Background: an optimization exercise with open tools, aiming at small area, a short achievable clock period and few clock cycles per item. Do not read the settings as production practice. At most, simulation tests tie the RTL to the original design; equivalence was not proved. Only the layout flow was run in runs 1 to 3; the RTL was not checked for function there. Power is estimated from default activity; no workload was simulated.

File: flow/run.sh
#!/bin/bash
set -euo pipefail
cp config.mk my_config.mk
cat >> my_config.mk <<'EOC'
export CTS_ARGS = -sink_clustering_enable -repair_clock_nets -dont_use_dummy_load -sink_clustering_size 16 -sink_clustering_max_diameter 50 -buf_list {sky130_fd_sc_hd__clkbuf_8}
EOC
sed "s#DESIGN_CONFIG=[^ ]*#DESIGN_CONFIG=$PWD/my_config.mk#" standard.sh > my_standard.sh
bash my_standard.sh > standard.log 2>&1
File: config.mk
export PLATFORM = sky130hd
export DESIGN_NAME = SME
export DESIGN_NICKNAME = SME
export VERILOG_FILES = /design/flow/design.v
export SDC_FILE = /design/flow/constraint.sdc
export NUM_CORES = 4
export LEC_CHECK = 0
export CAP_MARGIN = 10
export CORE_MARGIN = 2
export CORE_UTILIZATION = 40
export CTS_BUF_LIST = sky130_fd_sc_hd__clkbuf_8
export SETUP_SLACK_MARGIN = 3.0
export SLEW_MARGIN = 10
File: constraint.sdc
create_clock -name core_clock -period 5.0 [get_ports {clk}]
set_input_delay 1.0000 -clock core_clock [delete_from_list [all_inputs] [get_ports {clk}]]
set_output_delay 1.0000 -clock core_clock [all_outputs]
set_load 0.01 [all_outputs]
File: design.v
module SME(clk,reset,chardata,isstring,ispattern,valid,match,match_index);
input clk;
input reset;
input [7:0] chardata;
input isstring;
input ispattern;
output reg match;
output reg [4:0] match_index;
output reg valid;
reg [6:0] s [0:31];    
reg [5:0] len;         
reg       ps;          
reg       pp;          
reg       pc;          
reg [31:0] d;          
reg [2:0] blm1;        
wire [6:0] c = chardata[6:0];
wire is_dot    = (c == 7'h2E);
wire is_caret  = (c == 7'h5E);
wire is_dollar = (c == 7'h24);
integer k;
reg [31:0] eq, sp, lenis, mask, startok, endok, prev, dnext;
always @(*) begin
	for (k = 0; k < 32; k = k + 1) begin
		eq[k] = (s[k] == c);
		sp[k] = !(s[k][6] | (|s[k][4:0]));
		lenis[k] = (len[4:0] == k);
		mask[k] = (len > k);
	end
	startok[0] = 1'b1;
	for (k = 1; k < 32; k = k + 1) startok[k] = sp[k-1];
	for (k = 0; k < 31; k = k + 1) endok[k] = sp[k+1] | lenis[k+1];
	endok[31] = 1'b1;
	prev = (pp ? {d[30:0], pc} : 32'hFFFFFFFF) & mask;
	dnext = (prev & (eq | {32{is_dot}})) | ({32{is_dollar}} & d & endok) |
	        ({32{is_caret && !pp}} & sp);
end
reg [2:0] tb [0:7];
reg [7:0] bb;
reg [3:0] anyg, selg;
reg [7:0] grp, oh;
reg [2:0] lo;
reg       br;
reg [1:0] g;
reg [4:0] idx;
integer j;
always @(*) begin
	for (j = 0; j < 8; j = j + 1) begin
		tb[j] = j - blm1;
		bb[j] = (j < blm1);
	end
	for (k = 0; k < 4; k = k + 1)
		anyg[k] = |d[8*k +: 8];
	selg[0] = anyg[0];
	selg[1] = !anyg[0] && anyg[1];
	selg[2] = !anyg[0] && !anyg[1] && anyg[2];
	selg[3] = !anyg[0] && !anyg[1] && !anyg[2];
	g = {selg[2] | selg[3], selg[1] | selg[3]};
	grp = ({8{selg[0]}} & d[7:0]) | ({8{selg[1]}} & d[15:8]) |
	      ({8{selg[2]}} & d[23:16]) | ({8{selg[3]}} & d[31:24]);
	for (j = 0; j < 8; j = j + 1)
		oh[j] = grp[j] && !(|(grp & ((8'd1 << j) - 8'd1)));
	lo = 3'd0;
	br = 1'b0;
	for (j = 0; j < 8; j = j + 1) begin
		lo = lo | ({3{oh[j]}} & tb[j]);
		br = br | (oh[j] & bb[j]);
	end
	idx = {g - {1'b0, br}, lo};
end
always @(posedge clk) begin
	if (isstring)
		for (k = 0; k < 32; k = k + 1)
			if ((ps ? lenis[k] : (k == 0)))
				s[k] <= c;
	d <= dnext;
	if (!is_dollar)
		blm1 <= (!pp || pc) ? 3'd0 : blm1 + 3'd1;
	match <= pp && !ispattern && (|anyg);    
	match_index <= idx;
end
always @(posedge clk or posedge reset) begin
	if (reset) begin
		len <= 6'd0;
		ps <= 1'b0;
		pp <= 1'b0;
		pc <= 1'b0;
		valid <= 1'b0;
	end else begin
		ps <= isstring;
		pp <= ispattern;
		if (isstring)
			len <= (ps ? len : 6'd0) + 6'd1;
		pc <= ispattern && !pp && is_caret;
		valid <= pp && !ispattern;
	end
end
endmodule
File: standard.sh
#!/bin/bash
# synth_recipe.tcl (not shown) runs the flow's synth.tcl, then flattens the netlist and writes it again
# the make line also repeats each setting of config.mk as NAME=value (left out here)
make -C /OpenROAD-flow-scripts/flow DESIGN_CONFIG=/design/flow/config.mk WORK_HOME=/design/flow/orfs CLKGATE_MAP_FILE= SYNTH_SCRIPT=/design/flow/synth_recipe.tcl "${@:-finish}"
==> results.txt, run 1 <==
Synth top area share=51.4%; normalized max-slew margin=45.4%; Cells on Worst Hold Path=2; clock-pin slew of the registers on the worst-case setup and hold paths=0.07 ns; max-cap violation count=0; count of nets left with antenna violations after detail routing=0; net count after synthesis=1122; number of optimization iterations in the first detailed-route pass=5; Fin Setup TNS=0 ns; TritonCTS Sinks=275; PwrDens=266 nW/um^2; main flop type after synthesis=edfxtp_1; met1 global-route usage=28.9%; core region area=32600 sq um; startpoint of the worst-slack reg-to-reg timing path=d[17]$_DFF_P_; source of the critical timing path=d[17]$_DFF_P_; Rows=66; met2 demand-to-capacity share in global routing=32.3%; global routing usage on met3=2.36%; largest driver fanout on the critical path=7; VDD IR-drop max=0.179 mV; number of buffers inserted during clock tree synthesis=28; global route hottest layer=met2; Final Max Tran Viols=0; Total GRT Usage=20.1%; most frequent cells in the layout=edfxtp_1, xor2_1, xnor2_1; critical path capture point type=flip-flop; most common library cell in the layout ignoring fill and taps=edfxtp_1; leakage=5.16 nW; path type of the worst setup path=flip-flop to flip-flop; count of port buffers added during placement=17; vias in the first global route=9128; die width=186 um; highest achievable clock rate=434 MHz; pin slew with the least headroom to its limit=0.818 ns; Post-Route Utilization=48.8%; outcome=timing/DRC/antenna clean; Mapped Cells=1102; multi-input logic area=5640 sq um; mean cell area of the mapped netlist=12.0 sq um; CP Launch Type=flip-flop; starting utilization of the core area=40.7%; Max Buffers Root-to-Sink=3; clock tree from TritonCTS=yes; number of DRC markers after the initial detailed-route iteration=885; final RePlAce weighted congestion=0.882; netlist area before placement=13300 sq um; DR DRC count=0; area enclosed by the die boundary=34700 sq um; maximum number of pins on one net before global-route repair=42; Worst Hold Class=flip-flop to flip-flop; per-cell routed wire length=22.4 um; post-detail-place hpwl=20800 um; biggest area contributors in the synthesized netlist=edfxtp_1, xor2_1, xnor2_1; maximum level of the CTS H-tree=1; reg2reg path depth=8; wire length of the first global-routing pass=53200 um; area overhead of the layout relative to synthesis=20.0%; Finish-stage setup viols=0; Synth Register Bits=275; residual overflow from global routing=0; clock insertion delay at the later pin of the skew report=0.59 ns; final net count=1196; ratio of routed vias to standard cells=5.75; fraction of registers with async set or reset after synthesis=3.64%; worst slack on hold paths=0.553 ns; cell accounting for the most synthesized area=edfxtp_1; number of enable-type register cells in the synthesized netlist=227; final period demand of the worst path=2.31 ns; sequential fraction of the synthesis area=59.0%; vias after detailed routing=9303; number of antenna violations at the first check in global routing=1; CTS Root Cell=clkbuf_8; CP arrival=2.81 ns; Vert. Die Dim=186 um; startpoint of the most critical hold path=d[31]$_DFF_P_; Yosys warning count=3; share of the clock period used by the worst path after layout=46.1%; Fill cells=2878; number of hold violations in the final report=0; Post-Route WL=36200 um; IO Count=19; worst path required time=5.50 ns; total area of sequential cells=7900 sq um; Clock Skew=0.0439 ns; distinct cell type count after synthesis=66; unrepaired setup endpoints after global routing=true; fraction of final layout cells sized beyond drive strength 1=21.0%
==> area by class of cell <==
class,instances,share of cell area (%)
Sequential cell,275,49.6
Multi-Input combinational cell,748,35.4
Timing Repair Buffer,104,8.60
Tap cell,442,3.47
Clock buffer,28,2.42
Inverter,19,0.471
Antenna cell,1,0.0157
==> through the flow <==
| stage | setup WS (ns) | instances | power [mW] | cell area, sq um |
|---|---|---|---|---|
| 6_report | 2.69 | 1617 | 4.24 | 15900 |
| 5_1_grt | 2.58 | 1616 | 4.39 | 15900 |
| 4_1_cts | 2.71 | 1581 | 4.22 | 15300 |
| 3_5_place_dp | 1.55 | 1518 | 3.01 | 14100 |
| 3_3_place_gp | 1.55 | 1518 | 3.00 | 14100 |
| 2_1_floorplan | 2.70 | 1102 | 2.88 | 13700 |
==> logic make-up after synthesis <==
| family | after synthesis | synth area share [%] |
|---|---|---|
| adders and majority gates | 8 | 0.754 |
| AOI/OAI and AO/OA | 198 | 10.5 |
| and+or+nand+nor | 312 | 12.2 |
| buffers and inverters | 79 | 2.35 |
| xor gates and xnor gates | 226 | 14.9 |
| muxes | 4 | 0.311 |
| DFF | 275 | 59.0 |
==> cells in the mapped netlist (all sizes together) (2+ instances only) <==
cell    count
nor4b       3
o22ai      14
nor4       73
edfxtp    227
nor3        7
and3        2
or3         4
nand2b      5
a221oi      4
xnor2     102
o41ai       2
a41o        2
a21oi      25
nand4       6
ha          8
and2        5
or4         3
inv        18
o21ai      57
o211ai      6
xor2      124
dfrtp      10
nor2b       6
mux2i       3
dfxtp      38
or2         3
nand3      36
nor2       87
clkbuf     40
o221ai     33
a31oi       8
nand2      68
a21o        2
o21a        3
a41oi      30
buf        20
==> final timing paths <==
kind	to	slack [ns]
setup / recovery	match_index[4]$_DFF_P_	2.69
hold / removal	d[31]$_DFF_P_	0.55
setup reg to reg	match_index[4]$_DFF_P_	2.69
hold reg to reg	d[31]$_DFF_P_	0.55
max in group asynchronous	len[0]$_DFFE_PP0P_	3.88
min in group asynchronous	pc$_DFF_PP0_	0.75
==> routing by layer <==
| layer | share of wire (%) | up-vias |
|---|---|---|
| met2 | 46 | 325 |
| met3 | 6.2 | 69 |
| met4 | 2.5 | 0 |
| li1 | - | 4253 |
| met5 | 0 | - |
| met1 | 45 | 4656 |
==> repair_timing <==
action / 4_1_cts / 5_1_grt
cloned: 4 / 6
setup buffers: 31 / 29
endpoints found under the setup margin: 274 / 120
resized for setup: 133 / 49
pin swaps: 19 / 15
hold buffers: 0 / 0
==> worst max-delay path: stages (launching register included) <==
cell and delay [ns]:
dfxtp_2 0.44, nor4_4 0.09, a41o_2 0.30, a221oi_4 0.35, inv_1 0.11, o41a_1 0.42
o41ai_2 0.21, ha_1 0.20, xnor2_1 0.12
==> power by group <==
| part | switching (mW) | total, mW | internal, mW |
|---|---|---|---|
| clock | 0.701 | 1.20 | 0.496 |
| sequential | 0.0612 | 2.57 | 2.51 |
| combinational | 0.293 | 0.473 | 0.180 |
| total | 1.05 | 4.24 | 3.18 |
==> sequential cells by signal, indices dropped and copies added (netlist names) <==
register and cells:
s 224, match_index 5, blm1 3, ps 1, valid 1, pp 1, len 6, pc 1
match 1, d 32
==> inputs of run 2 (changes only) <==
--- a/design.v
+++ b/design.v
@@ -79,19 +79,19 @@
 	match <= pp && !ispattern && (|anyg);    
 	match_index <= idx;
 end
+always @(posedge clk) begin
+	if (isstring)
+		len <= (ps ? len : 6'd0) + 6'd1;
+	pc <= ispattern && !pp && is_caret;
+end
 always @(posedge clk or posedge reset) begin
 	if (reset) begin
-		len <= 6'd0;
 		ps <= 1'b0;
 		pp <= 1'b0;
-		pc <= 1'b0;
 		valid <= 1'b0;
 	end else begin
 		ps <= isstring;
 		pp <= ispattern;
-		if (isstring)
-			len <= (ps ? len : 6'd0) + 6'd1;
-		pc <= ispattern && !pp && is_caret;
 		valid <= pp && !ispattern;
 	end
 end
==> run 2 against run 1 <==
  * Critical endpoint is now match_index[3]$_DFF_P_
  * Core utilization up 0.41 points
  * Clock skew up 0.028 ns
  * Still clean on timing, DRC and antenna
  * Die area down 0.22%
  * Area after synthesis down 0.23%
  * Final area up 0.58%
  * Critical path type unchanged
  * Register-to-register slack better by 0.11 ns
  * Cell count up 0.62%
  * Wire length down 2.7%
  * Non-clock buffer count up 26
  * Sequential cell count unchanged
  * Critical path depth up 3
  * Largest cell class unchanged
==> results.txt, run 2 <==
outcome=timing/DRC/antenna clean; number of optimization iterations in the first detailed-route pass=6; number of instances in the placed design=1500; final RePlAce weighted congestion=0.866; hold buffers post-CTS=0; maximum level of the CTS H-tree=1; per-cell routed wire length=21.6 um; final net count=1206; PwrDens=264 nW/um^2; number of hold violations in the final report=0; Final Max Tran Viols=0; clock insertion delay at the later pin of the skew report=0.62 ns; Vert. Die Dim=186 um; TritonCTS Sinks=275; Mapped Cells=1083; ratio of routed vias to standard cells=5.67; mean cell area of the mapped netlist=12.2 sq um; Synth Register Bits=275; Finish-stage setup viols=0; max FFs per register=224; max-cap violation count=0; pre-CTS worst setup slack=1.66 ns; clock tree from TritonCTS=yes; wire length of the first global-routing pass=51500 um; starting utilization of the core area=40.7%; register with the most flip-flops=s; final setup margin=2.81 ns; number of antenna violations at the first check in global routing=1; Worst Hold Class=flip-flop to flip-flop; Total GRT Usage=19.5%; area enclosed by the die boundary=34600 sq um; count of port buffers added during placement=17; unrepaired setup endpoints after global routing=true; path type of the worst setup path=flip-flop to flip-flop; main flop type after synthesis=edfxtp_1; number of buffers inserted during clock tree synthesis=30; Post-Route WL=35200 um; maximum number of pins on one net before global-route repair=42; die width=186 um; most frequently used cell type in the post-synthesis netlist=edfxtp_1; most frequent cells in the layout=edfxtp_1, xor2_1, xnor2_1; CP arrival=2.74 ns; Clock Skew=0.0722 ns; Rows=66; net count after synthesis=1103; fraction of registers with async set or reset after synthesis=1.09%; CTS Root Cell=clkbuf_8; vias after detailed routing=9225; worst slack on hold paths=0.541 ns; cell accounting for the most synthesized area=edfxtp_1; Max Buffers Root-to-Sink=3; worst path required time=5.54 ns; share of the clock period used by the worst path after layout=43.8%; top cell types by occurrence after synthesis=edfxtp_1, xor2_1, xnor2_1; vias in the first global route=8848; netlist area before placement=13200 sq um; most common library cell in the layout ignoring fill and taps=edfxtp_1; top flop regs=s: 224 flops, d: 32 flops, len: 6 flops; CP Launch Type=flip-flop; Yosys warning count=3; VDD IR-drop max=0.202 mV; Fill cells=2861; Fin Setup TNS=0 ns; minimum setup slack among reg-to-reg paths=2.81 ns; highest achievable clock rate=456 MHz; area overhead of the layout relative to synthesis=20.9%; residual overflow from global routing=0; fraction of final layout cells sized beyond drive strength 1=22.6%; critical path capture point type=flip-flop; clock-pin slew of the registers on the worst-case setup and hold paths=0.07 ns; core region area=32500 sq um; count of nets left with antenna violations after detail routing=0; largest driver fanout on the critical path=4; pin slew with the least headroom to its limit=0.744 ns; Synth top area share=52.8%; number of cells in the finished layout apart from fillers=1627; DR DRC count=0; distinct cell type count after synthesis=68; IO Count=19; normalized max-slew margin=50.4%; number of DRC markers after the initial detailed-route iteration=813; number of enable-type register cells in the synthesized netlist=233; biggest area contributors in the synthesized netlist=edfxtp_1, xor2_1, xnor2_1; sequential fraction of the synthesis area=59.3%; final period demand of the worst path=2.19 ns; leakage=5.24 nW; post-detail-place hpwl=20600 um
run 2: where the power goes:
part / switching [mW] / internal, mW / leakage, nW / total, mW
logic: 0.261 / 0.188 / 2.54 / 0.450
clock network: 0.716 / 0.528 / 0.216 / 1.24
registers: 0.0277 / 2.50 / 2.48 / 2.53
total: 1.01 / 3.22 / 5.24 / 4.23
run 2: stage by stage:
stage | utilization, % | cell area, sq um | power, mW
floorplan | - | 13500 | 2.81
global placement | 42.9 | 14000 | 2.92
detailed placement | 42.9 | 14000 | 2.93
CTS | 47.1 | 15300 | 4.20
global route | 49.2 | 16000 | 4.37
finish | 49.2 | 16000 | 4.23
run 2: layer usage:
layer  part of all wire, %  vias to the layer above  GRT usage [%]
met5                     0                        -              0
li1                      -                     4259              -
met3                   6.5                       72           3.29
met2                    46                      340           31.0
met1                    45                     4554           27.5
met4                   2.7                        0           5.54
run 2: worst paths after layout:
path	depth (start not counted)	from	endpoint
max in group asynchronous	2	reset	ps$_DFF_PP0_
hold reg to reg	2	d[31]$_DFF_P_	d[31]$_DFF_P_
min in group asynchronous	2	reset	valid$_DFF_PP0_
hold / removal	2	d[31]$_DFF_P_	d[31]$_DFF_P_
setup / recovery	11	d[8]$_DFF_P_	match_index[3]$_DFF_P_
setup reg to reg	11	d[8]$_DFF_P_	match_index[3]$_DFF_P_
run 2: worst max-delay path: stages, from the launching register on:
cell and delay, ns:
dfxtp_4 0.37, nor4_4 0.39, buf_4 0.18, nand4_1 0.16
o21ai_4 0.25, buf_4 0.15, nor2_1 0.04, nor2_1 0.09
o22ai_1 0.10, o41ai_2 0.07, ha_2 0.32, inv_1 0.05
run 2: final cells by class:
cell class | instances | area (sq um) | share of cell area [%]
sequential | 275 | 7910 | 49.4
multi-input combinational | 729 | 5610 | 35.0
timing repair buffer | 130 | 1450 | 9.08
tap | 442 | 553 | 3.45
clock buffer | 30 | 413 | 2.58
inverter | 20 | 78.8 | 0.492
antenna | 1 | 2.50 | 0.0156
run 2: repair_timing:
| action | in CTS | in global routing |
|---|---|---|
| cloned | 3 | 5 |
| pin swaps | 27 | 19 |
| buffers inserted | 49 | 39 |
| resized for setup | 163 | 50 |
| endpoints found under the setup margin | 266 | 120 |
run 2: cells by family after synthesis:
family	share of synthesized area, %
and+or+nand+nor	11.8
AOI/OAI and AO/OA	10.5
DFF	59.3
muxes	0.0756
adders and majority gates	0.756
xor gates and xnor gates	15.2
buffers and inverters	2.45
==> inputs of run 3 (changes only) <==
--- a/design.v
+++ b/design.v
@@ -38,7 +38,8 @@
 reg [2:0] tb [0:7];
 reg [7:0] bb;
 reg [3:0] anyg, selg;
-reg [7:0] grp, oh;
+reg [7:0] ohg [0:3];
+reg [7:0] oh;
 reg [2:0] lo;
 reg       br;
 reg [1:0] g;
@@ -49,17 +50,18 @@
 		tb[j] = j - blm1;
 		bb[j] = (j < blm1);
 	end
-	for (k = 0; k < 4; k = k + 1)
+	for (k = 0; k < 4; k = k + 1) begin
 		anyg[k] = |d[8*k +: 8];
+		for (j = 0; j < 8; j = j + 1)
+			ohg[k][j] = d[8*k + j] && !(|(d[8*k +: 8] & ((8'd1 << j) - 8'd1)));
+	end
 	selg[0] = anyg[0];
 	selg[1] = !anyg[0] && anyg[1];
 	selg[2] = !anyg[0] && !anyg[1] && anyg[2];
 	selg[3] = !anyg[0] && !anyg[1] && !anyg[2];
-	g = {selg[2] | selg[3], selg[1] | selg[3]};
-	grp = ({8{selg[0]}} & d[7:0]) | ({8{selg[1]}} & d[15:8]) |
-	      ({8{selg[2]}} & d[23:16]) | ({8{selg[3]}} & d[31:24]);
-	for (j = 0; j < 8; j = j + 1)
-		oh[j] = grp[j] && !(|(grp & ((8'd1 << j) - 8'd1)));
+	g = {!anyg[0] && !anyg[1], !anyg[0] && (anyg[1] || !anyg[2])};
+	oh = ({8{selg[0]}} & ohg[0]) | ({8{selg[1]}} & ohg[1]) |
+	     ({8{selg[2]}} & ohg[2]) | ({8{selg[3]}} & ohg[3]);
 	lo = 3'd0;
 	br = 1'b0;
 	for (j = 0; j < 8; j = j + 1) begin
==> run 3 against run 2 <==
  * Largest cell class unchanged
  * Final area shrank 2.3%
  * Core utilization shrank 1.1 points
  * Sequential cell count is the same
  * Highest routed layer unchanged
==> results.txt, run 3 <==
outcome=timing/DRC/antenna clean; vias after detailed routing=9247; unrepaired setup endpoints after global routing=true; number of DRC markers after the initial detailed-route iteration=1003; Vert. Die Dim=186 um; startpoint of the most critical hold path=d[31]$_DFF_P_; top flop regs=s: 224 flops, d: 32 flops, len: 6 flops; Fin Setup TNS=0 ns; Post-Route WL=37100 um; ratio of routed vias to standard cells=5.75; number of instances in the placed design=1514; cell repeated most along the worst path=nor4_4; CP arrival=2.72 ns; post-detail-place hpwl=21000 um; Cells on Worst Hold Path=1; vias in the first global route=9063; final setup margin=2.79 ns; count of port buffers added during placement=17; number of cells in the finished layout apart from fillers=1609; clock insertion delay at the later pin of the skew report=0.59 ns; R2R Path End=match_index[4]$_DFF_P_; leakage=5.05 nW; maximum level of the CTS H-tree=1; top cell types by occurrence after synthesis=edfxtp_1, xor2_1, xnor2_1; clock-pin slew of the registers on the worst-case setup and hold paths=0.09 ns; CP Launch Type=flip-flop; final net count=1188; Clock Skew=0.0461 ns; net count after synthesis=1116; number of enable-type register cells in the synthesized netlist=233; share of the clock period used by the worst path after layout=44.1%; pin slew with the least headroom to its limit=0.878 ns; PwrDens=270 nW/um^2; area enclosed by the die boundary=34600 sq um; max FFs per register=224; residual overflow from global routing=0; max-cap violation count=0; Synth top area share=52.8%; area overhead of the layout relative to synthesis=18.1%; path type of the worst setup path=flip-flop to flip-flop; pre-CTS worst setup slack=1.38 ns; number of hold violations in the final report=0; Worst Hold Class=flip-flop to flip-flop; combined buffer and inverter count along the critical path=1; sequential fraction of the synthesis area=59.3%; reg2reg path depth=10; DR DRC count=0; fraction of final layout cells sized beyond drive strength 1=20.9%; Yosys warning count=4; number of buffers inserted during clock tree synthesis=30; clock tree from TritonCTS=yes; chain of cells forming the critical path=nor4_4 > nand4b_1 > buf_4 > nor4_4 > a211oi_2 > nand2b_1 > a21bo_1 > nand3_2 > ha_4 > xor2_2; number of antenna violations at the first check in global routing=1; most frequent cells in the layout=edfxtp_1, xor2_1, xnor2_1; IO Count=19; biggest area contributors in the synthesized netlist=edfxtp_1, xor2_1, xnor2_1; Total GRT Usage=20.8%; starting utilization of the core area=40.7%; die width=186 um; startpoint of the worst-slack reg-to-reg timing path=d[16]$_DFF_P_; per-cell routed wire length=23.0 um; maximum number of pins on one net before global-route repair=43; Hold Path Sink=match$_DFF_P_; kind of cell adding the most delay to the critical path=simple AND/OR/NAND/NOR gates; most common library cell in the layout ignoring fill and taps=edfxtp_1; source of the critical timing path=d[16]$_DFF_P_; final period demand of the worst path=2.21 ns; most frequently used cell type in the post-synthesis netlist=edfxtp_1; distinct cell type count after synthesis=63; core region area=32500 sq um; Worst path slowest cell=nor4_4; Fill cells=2890; Synth Register Bits=275; number of optimization iterations in the first detailed-route pass=6; netlist area before placement=13200 sq um; TritonCTS Sinks=275; Finish-stage setup viols=0; largest driver fanout on the critical path=7; Mapped Cells=1096; mean cell area of the mapped netlist=12.1 sq um; wire length of the first global-routing pass=54100 um; count of nets left with antenna violations after detail routing=0; Critical Path Max Stage Delay=0.40 ns; minimum setup slack among reg-to-reg paths=2.79 ns; CTS Root Cell=clkbuf_8; Max Buffers Root-to-Sink=3; critical path capture point type=flip-flop; VDD IR-drop max=0.148 mV; fraction of registers with async set or reset after synthesis=1.09%; WP depth=10; worst path required time=5.51 ns; main flop type after synthesis=edfxtp_1; cell accounting for the most synthesized area=edfxtp_1; final RePlAce weighted congestion=1.03; Final Max Tran Viols=0; Rows=66; register with the most flip-flops=s; highest achievable clock rate=453 MHz; normalized max-slew margin=41.5%
[run 3: cell types whose count changed in the layout (fill, tap and decap cells not counted), moves of 8 or more]
cell	delta
nor2_4	-11
nor2_2	+14
buf_4	-26
o21ai_0	+12
a31oi_1	-13
nor2_1	-10
nand2_1	+14
buf_12	-9
nand3_1	+8
[run 3: cells by family (layout without fill, tap and decap cells)]
kind of cell | count (synthesis) | count (layout) | synth area share (%)
mux | 6 | 6 | 0.482
buf+inv | 75 | 145 | 2.36
compound gates | 174 | 174 | 9.05
other cells | 0 | 1 | 0
flops | 275 | 275 | 59.3
xor+xnor | 230 | 230 | 15.2
simple gates | 328 | 328 | 12.8
fa+ha+maj | 8 | 8 | 0.756
[run 3: metal layers]
metal	share of wire (%)	wire, um	track usage, %	vias to the layer above
li1	-	-	-	4220
met1	43	16100	28.6	4612
met2	47	17400	33.7	350
met3	7.3	2690	3.56	65
met4	2.4	881	6.27	0
met5	0	0	0	-
[run 3: layout make-up]
class	instances	area [sq um]	area share, %
sequential	275	7910	50.5
multi-input combinational	746	5580	35.6
timing repair buffer	96	1130	7.20
tap	442	553	3.53
clock buffer	30	413	2.64
inverter	19	71.3	0.456
antenna	1	2.50	0.0160
[run 3: power by group]
| group | switching (mW) | total (mW) | leakage, nW | internal, mW |
|---|---|---|---|---|
| Clock | 0.708 | 1.24 | 0.216 | 0.529 |
| Combinational | 0.277 | 0.457 | 2.35 | 0.180 |
| Sequential | 0.0234 | 2.53 | 2.48 | 2.50 |
[run 3: worst register-to-register path, cell delays in order, from the launching register on]
cell and delay, ns:
dfxtp_4 0.38, nor4_4 0.40, nand4b_1 0.22, buf_4 0.20, nor4_4 0.14, a211oi_2 0.12, nand2b_1 0.16, a21bo_1 0.18
nand3_2 0.09, ha_4 0.14, xor2_2 0.14
[run 3: worst max-delay path by stage]
stage | endpoint | slack [ns]
CTS | valid | 2.89
global route | match_index[4]$_DFF_P_ | 2.71
floorplan | blm1[0]$_SDFFCE_PP0P_ | 2.74
finish | match_index[4]$_DFF_P_ | 2.79
global placement | s[14][5]$_DFFE_PP_ | 1.37
detailed placement | s[2][4]$_DFFE_PP_ | 1.38
[run 3: through the flow]
stage / hold WS (ns) / instance area (sq um) / utilization (%) / power, mW
after floorplan: 0.459 / 13400 / - / 2.81
after global placement: 0.491 / 13900 / 42.7 / 2.93
after detailed placement: 0.493 / 13900 / 42.7 / 2.93
after CTS: 0.512 / 15200 / 46.8 / 4.21
after global routing: 0.539 / 15600 / 48.1 / 4.37
final: 0.514 / 15600 / 48.1 / 4.22
[run 3: what timing repair did]
item,in CTS,in global routing
gates resized for setup,157,54
buffers inserted,36,20
endpoints found under the setup margin,273,158
pin swaps,23,20
hold buffers,0,0
gates cloned,5,3
==> inputs of run 4 (changes only) <==
==> design.v (replaced) <==
module SME(clk,reset,chardata,isstring,ispattern,valid,match,match_index);
input clk;
input reset;
input [7:0] chardata;
input isstring;
input ispattern;
output reg match;
output reg [4:0] match_index;
output reg valid;
reg [6:0] s [0:31];    
reg [4:0] o;           
reg       ps;          
reg       pp;          
reg       pc;          
reg [31:0] d;          
reg [2:0] blm1;        
wire [6:0] c = chardata[6:0];
wire is_dot    = (chardata == 8'h2E);
wire is_caret  = (chardata == 8'h5E);
wire is_dollar = (chardata == 8'h24);
wire clr = isstring && !ps;    
integer k;
reg [31:0] eq, sp, vl, mk, startok, endok, prev, dnext;
always @(*) begin
	for (k = 0; k < 32; k = k + 1) begin
		eq[k] = (s[k] == c);
		sp[k] = (s[k] == 7'h20);
		vl[k] = s[k][6] | s[k][5];
		mk[k] = (o == k);
	end
	for (k = 0; k < 32; k = k + 1) begin
		startok[k] = sp[(k + 31) % 32] | mk[k];
		endok[k]   = sp[k] | !vl[k] | mk[k];
	end
	if (!pp)      prev = 32'hFFFFFFFF;
	else if (pc)  prev = startok;
	else          prev = d & ~mk;    
	dnext = (prev & (eq | ({32{is_dot}} & vl))) |
	        ({32{is_dollar}} & {d[0] & endok[0], d[31:1] & endok[31:1]});
end
reg [31:0] up;
reg [4:0] pu, pa;
always @(*) begin
	for (k = 0; k < 32; k = k + 1) up[k] = d[k] && (k > o);
	pu = 5'd0;
	pa = 5'd0;
	for (k = 31; k >= 0; k = k - 1) begin
		if (up[k]) pu = k;
		if (d[k]) pa = k;
	end
end
wire [4:0] pfirst = (|up) ? pu : pa;
always @(posedge clk) begin
	for (k = 0; k < 31; k = k + 1)
		s[k] <= clr ? {2'b00, s[k+1][4:0]} : s[k+1];
	if (isstring)
		s[31] <= c;
	else
		s[31] <= clr ? {2'b00, s[0][4:0]} : s[0];
	o <= clr ? 5'd31 : o - 5'd1;
	d <= dnext;
	if (!is_dollar)
		blm1 <= (!pp || pc) ? 3'd0 : blm1 + 3'd1;
	match <= |d;
	match_index <= pfirst - o - 5'd1 - {2'b00, blm1};
end
always @(posedge clk or posedge reset) begin
	if (reset) begin
		ps <= 1'b0;
		pp <= 1'b0;
		pc <= 1'b0;
		valid <= 1'b0;
	end else begin
		ps <= isstring;
		pp <= ispattern;
		pc <= ispattern && !pp && is_caret;
		valid <= pp && !ispattern;
	end
end
endmodule
==> run.sh (new file) <==
#!/bin/bash
# synth_recipe.tcl (not shown) runs the flow's synth.tcl, then flattens the netlist and writes it again
# the make line also repeats each setting of config.mk as NAME=value (left out here)
make -C /OpenROAD-flow-scripts/flow DESIGN_CONFIG=/design/flow/config.mk WORK_HOME=/design/flow/orfs CLKGATE_MAP_FILE= SYNTH_SCRIPT=/design/flow/synth_recipe.tcl finish
==> config.mk (replaced) <==
export PLATFORM = sky130hd
export DESIGN_NAME = SME
export DESIGN_NICKNAME = SME
export VERILOG_FILES = /design/flow/design.v
export SDC_FILE = /design/flow/constraint.sdc
export NUM_CORES = 4
export LEC_CHECK = 0
export CAP_MARGIN = 20
export CORE_MARGIN = 2
export CORE_UTILIZATION = 40
export SLEW_MARGIN = 20
removed: flow/run.sh
removed: standard.sh
==> run 4 against run 3 <==
  * Clock skew shrank 0.018 ns
  * Still clean
  * First-iteration DRC count shrank 9.8%
  * Setup slack lost 2.1 ns
  * Largest cell class is now multi-input gates
  * Count of clock-buffer cells in the layout grew 8
  * Total power grew 32%
  * Register-to-register slack lost 2.1 ns
  * Sequential cell count shrank 1
  * Global-route usage grew 1.8 points
  * Sequential power shrank 2%
  * Maximum frequency shrank 49%
  * Sequential share of layout area shrank 11 points
  * Via count grew 11%
==> results.txt, run 4 <==
number of buffers inserted during clock tree synthesis=29; number of enable-type register cells in the synthesized netlist=3; maximum number of pins on one net before global-route repair=66; netlist area before placement=12700 sq um; Yosys warning count=2; worst path required time=5.46 ns; buffers inserted during post-CTS setup optimization=0; biggest area contributors in the synthesized netlist=dfxtp_1, xnor2_1, xor2_1; Worst Hold Class=flip-flop to flip-flop; per-cell routed wire length=21.2 um; most common library cell in the layout ignoring fill and taps=dfxtp_1; Int Power=3.95 mW; Vert. Die Dim=183 um; count of port buffers added during placement=18; leakage=4.98 nW; Cells on Worst Hold Path=0; cell accounting for the most synthesized area=dfxtp_1; number of instances in the placed design=1731; DR DRC count=0; starting utilization of the core area=40.5%; ratio of routed vias to standard cells=5.74; met2 wire length=16500 um; number of cells upsized or downsized after cts=0; CP arrival=4.80 ns; max-cap violation count=0; Finish-stage setup viols=0; most frequently used cell type in the post-synthesis netlist=dfxtp_1; max FFs per register=224; Final Max Tran Viols=0; die width=183 um; clock tree from TritonCTS=yes; Logic pwr share=17.7%; share of the clock period used by the worst path after layout=86.8%; minimum setup slack among reg-to-reg paths=0.66 ns; register with the most flip-flops=s; TritonCTS Sinks=274; Total GRT Usage=22.6%; sequential share of power=44.5%; Mapped Cells=1362; net count after synthesis=1389; core region area=31500 sq um; uppermost signal routing layer after detailed routing=met4; final RePlAce weighted congestion=0.937; wire length of the first global-routing pass=59700 um; startpoint of the most critical hold path=s[25][3]$_DFF_P_; number of optimization iterations in the first detailed-route pass=5; number of cells in the finished layout apart from fillers=1779; maximum level of the CTS H-tree=1; clock share of power=37.7%; Synth top area share=41.9%; R2R Path End=match_index[4]$_DFF_P_; Clock Skew=0.0282 ns; IO Count=19; clock insertion delay at the later pin of the skew report=0.57 ns; outcome=timing/DRC/antenna clean; final net count=1387; mean cell area of the mapped netlist=9.36 sq um; Fin Setup TNS=0 ns; most frequent cells in the layout=dfxtp_1, xnor2_1, o21ai_0; residual overflow from global routing=0; VDD IR-drop max=0.261 mV; pin slew with the least headroom to its limit=0.989 ns; Hold Path Sink=s[24][3]$_DFF_P_; Max Buffers Root-to-Sink=3; Post-Route WL=37700 um; worst slack on hold paths=0.364 ns; number of hold violations in the final report=0; fraction of registers with async set or reset after synthesis=1.46%; reg2reg path depth=16; Rows=65; top cell types by occurrence after synthesis=dfxtp_1, xnor2_1, o21ai_0; area enclosed by the die boundary=33300 sq um; startpoint of the worst-slack reg-to-reg timing path=o[0]$_SDFF_PP1_; post-detail-place hpwl=25600 um; main flop type after synthesis=dfxtp_1; highest achievable clock rate=231 MHz; final period demand of the worst path=4.34 ns; switching power as a share of total power=29.0%; total design power=5.57 mW; number of DRC markers after the initial detailed-route iteration=905; hold buffers post-CTS=0; Metal-1 WL=18100 um; count of nets left with antenna violations after detail routing=0; fraction of final layout cells sized beyond drive strength 1=7.99%; sequential fraction of the synthesis area=43.4%; unrepaired setup endpoints after global routing=false; top flop regs=s: 224 flops, d: 32 flops; largest driver fanout on the critical path=12; Synth Register Bits=274; DR WL met3=2250 um; path type of the worst setup path=flip-flop to flip-flop; CP Launch Type=flip-flop; switching power=1.61 mW; clock-pin slew of the registers on the worst-case setup and hold paths=0.07 ns; PwrDens=393 nW/um^2; distinct cell type count after synthesis=82; vias in the first global route=10116; Inserted Diodes=0; area overhead of the layout relative to synthesis=11.0%; vias after detailed routing=10218; number of antenna violations at the first check in global routing=0; normalized max-slew margin=33.9%; CTS Root Cell=clkbuf_16; critical path capture point type=flip-flop
## run 4: cell count changes in the layout (fill, tap and decap cells not counted), sizes merged, moves of 44 or more
cell,previous run,this run
edfxtp,233,3
dfxtp,39,267
xnor2,106,183
xor2,124,48
and2,9,65
buf,85,34
nor4,74,27
o21ai,60,107
a21oi,16,60
nor2,85,41
## run 4: kinds of logic after synthesis
logic type	after synthesis	share of synthesized area, %
multiplexers	8	0.707
adder cells (fa/ha/maj)	15	1.65
flip-flops	274	43.4
AO/OA/AOI/OAI	311	15.9
buffers and inverters	106	3.72
AND/OR/NAND/NOR	417	18.8
XOR/XNOR	231	15.9
## run 4: worst max-delay path by stage
stage                               start                endpoint  slack, ns  depth (start not counted)
after floorplan           o[0]$_SDFF_PP1_  match_index[4]$_DFF_P_       1.02                         19
after global placement    o[0]$_SDFF_PP1_  match_index[4]$_DFF_P_       0.77                         16
after detailed placement  o[0]$_SDFF_PP1_  match_index[4]$_DFF_P_       0.67                         16
after CTS                 o[0]$_SDFF_PP1_  match_index[4]$_DFF_P_       0.70                         16
after global routing      o[0]$_SDFF_PP1_  match_index[4]$_DFF_P_       0.33                         16
final                     o[0]$_SDFF_PP1_  match_index[4]$_DFF_P_       0.66                         16
## run 4: cell type report
class	count	area [sq um]
Clock buffer	38	800
Timing Repair Buffer	45	348
Multi-Input combinational cell	982	6740
Inverter	28	105
Sequential cell	274	5540
Tap cell	402	503
Fill cell	2991	17300
Clock inverter	10	114
## run 4: worst max-delay path, stage by stage, from the launching register on
cell	delay [ns]
dfxtp_1	0.32
inv_1	0.13
ha_1	0.53
nor3_2	0.09
buf_4	0.18
a211oi_1	0.38
nand4_1	0.32
nor4_2	0.48
nand3_1	0.12
o21a_1	0.20
fa_1	0.50
fa_1	0.48
inv_1	0.07
a21o_1	0.11
a21oi_1	0.07
xnor2_1	0.13
xnor2_1	0.13
## run 4: per-stage QoR
stage | util [%] | area, sq um | worst slack [ns]
floorplan | - | 12700 | 1.02
CTS | 44.9 | 14100 | 0.702
global route | 45.0 | 14100 | 0.335
global placement | 42.0 | 13200 | 0.768
detailed placement | 42.0 | 13200 | 0.671
finish | 45.0 | 14100 | 0.662
## run 4: per-layer routing
| layer | track usage (%) | up-vias |
|---|---|---|
| met1 | 32.7 | 4983 |
| li1 | - | 4865 |
| met3 | 3.45 | 56 |
| met2 | 35.1 | 314 |
| met5 | 0 | - |
| met4 | 5.94 | 0 |
## run 4: power by group through the flow
stage               logic (mW)  registers (mW)  clock network, mW
CTS                      0.986            2.48               2.13
global route              1.09            2.49               2.21
floorplan                0.702            2.47                  0
finish                   0.988            2.48               2.10
detailed placement       0.981            2.52                  0
global placement         0.974            2.52                  0
Testbench counts of run 4, summed over its fixed seeds: cycles 21,057, items 2,412.

==> what the ideal ports hide <==
How much do the figures lean on ideal ports? The routed layouts below were timed once more, with nothing changed but the port constraints.
Step 1: set_driving_cell puts a clkbuf_16 on clk and a buf_2 on each other input, an assumption about the parent block.
Step 2 also shifts input and output timing later by t, the mid clock arrival at the registers, as if the neighbouring blocks saw the same clock.
a / b / c = no drivers / after step 1 / after step 2; a / b = the first two.
run | t (ns) | slack for setup (ns) | worst register clock-pin slew, ns | pins driven straight from the clock port
run 1 | 0.613 | 2.695 / 2.695 / 2.304 | 0.09 / 0.09 | 1
run 2 | 0.624 | 2.808 / 2.808 / 2.315 | 0.10 / 0.10 | 1
run 3 | 0.610 | 2.793 / 2.793 / 2.225 | 0.09 / 0.09 | 1
run 4 | 0.607 | 0.662 / 0.662 / 0.662 | 0.07 / 0.07 | 1
After both steps setup and hold are still met in every run listed. For run 3, which loses most, drivers alone change the setup slack by 0.000 ns; drivers and shift together by -0.568 ns.
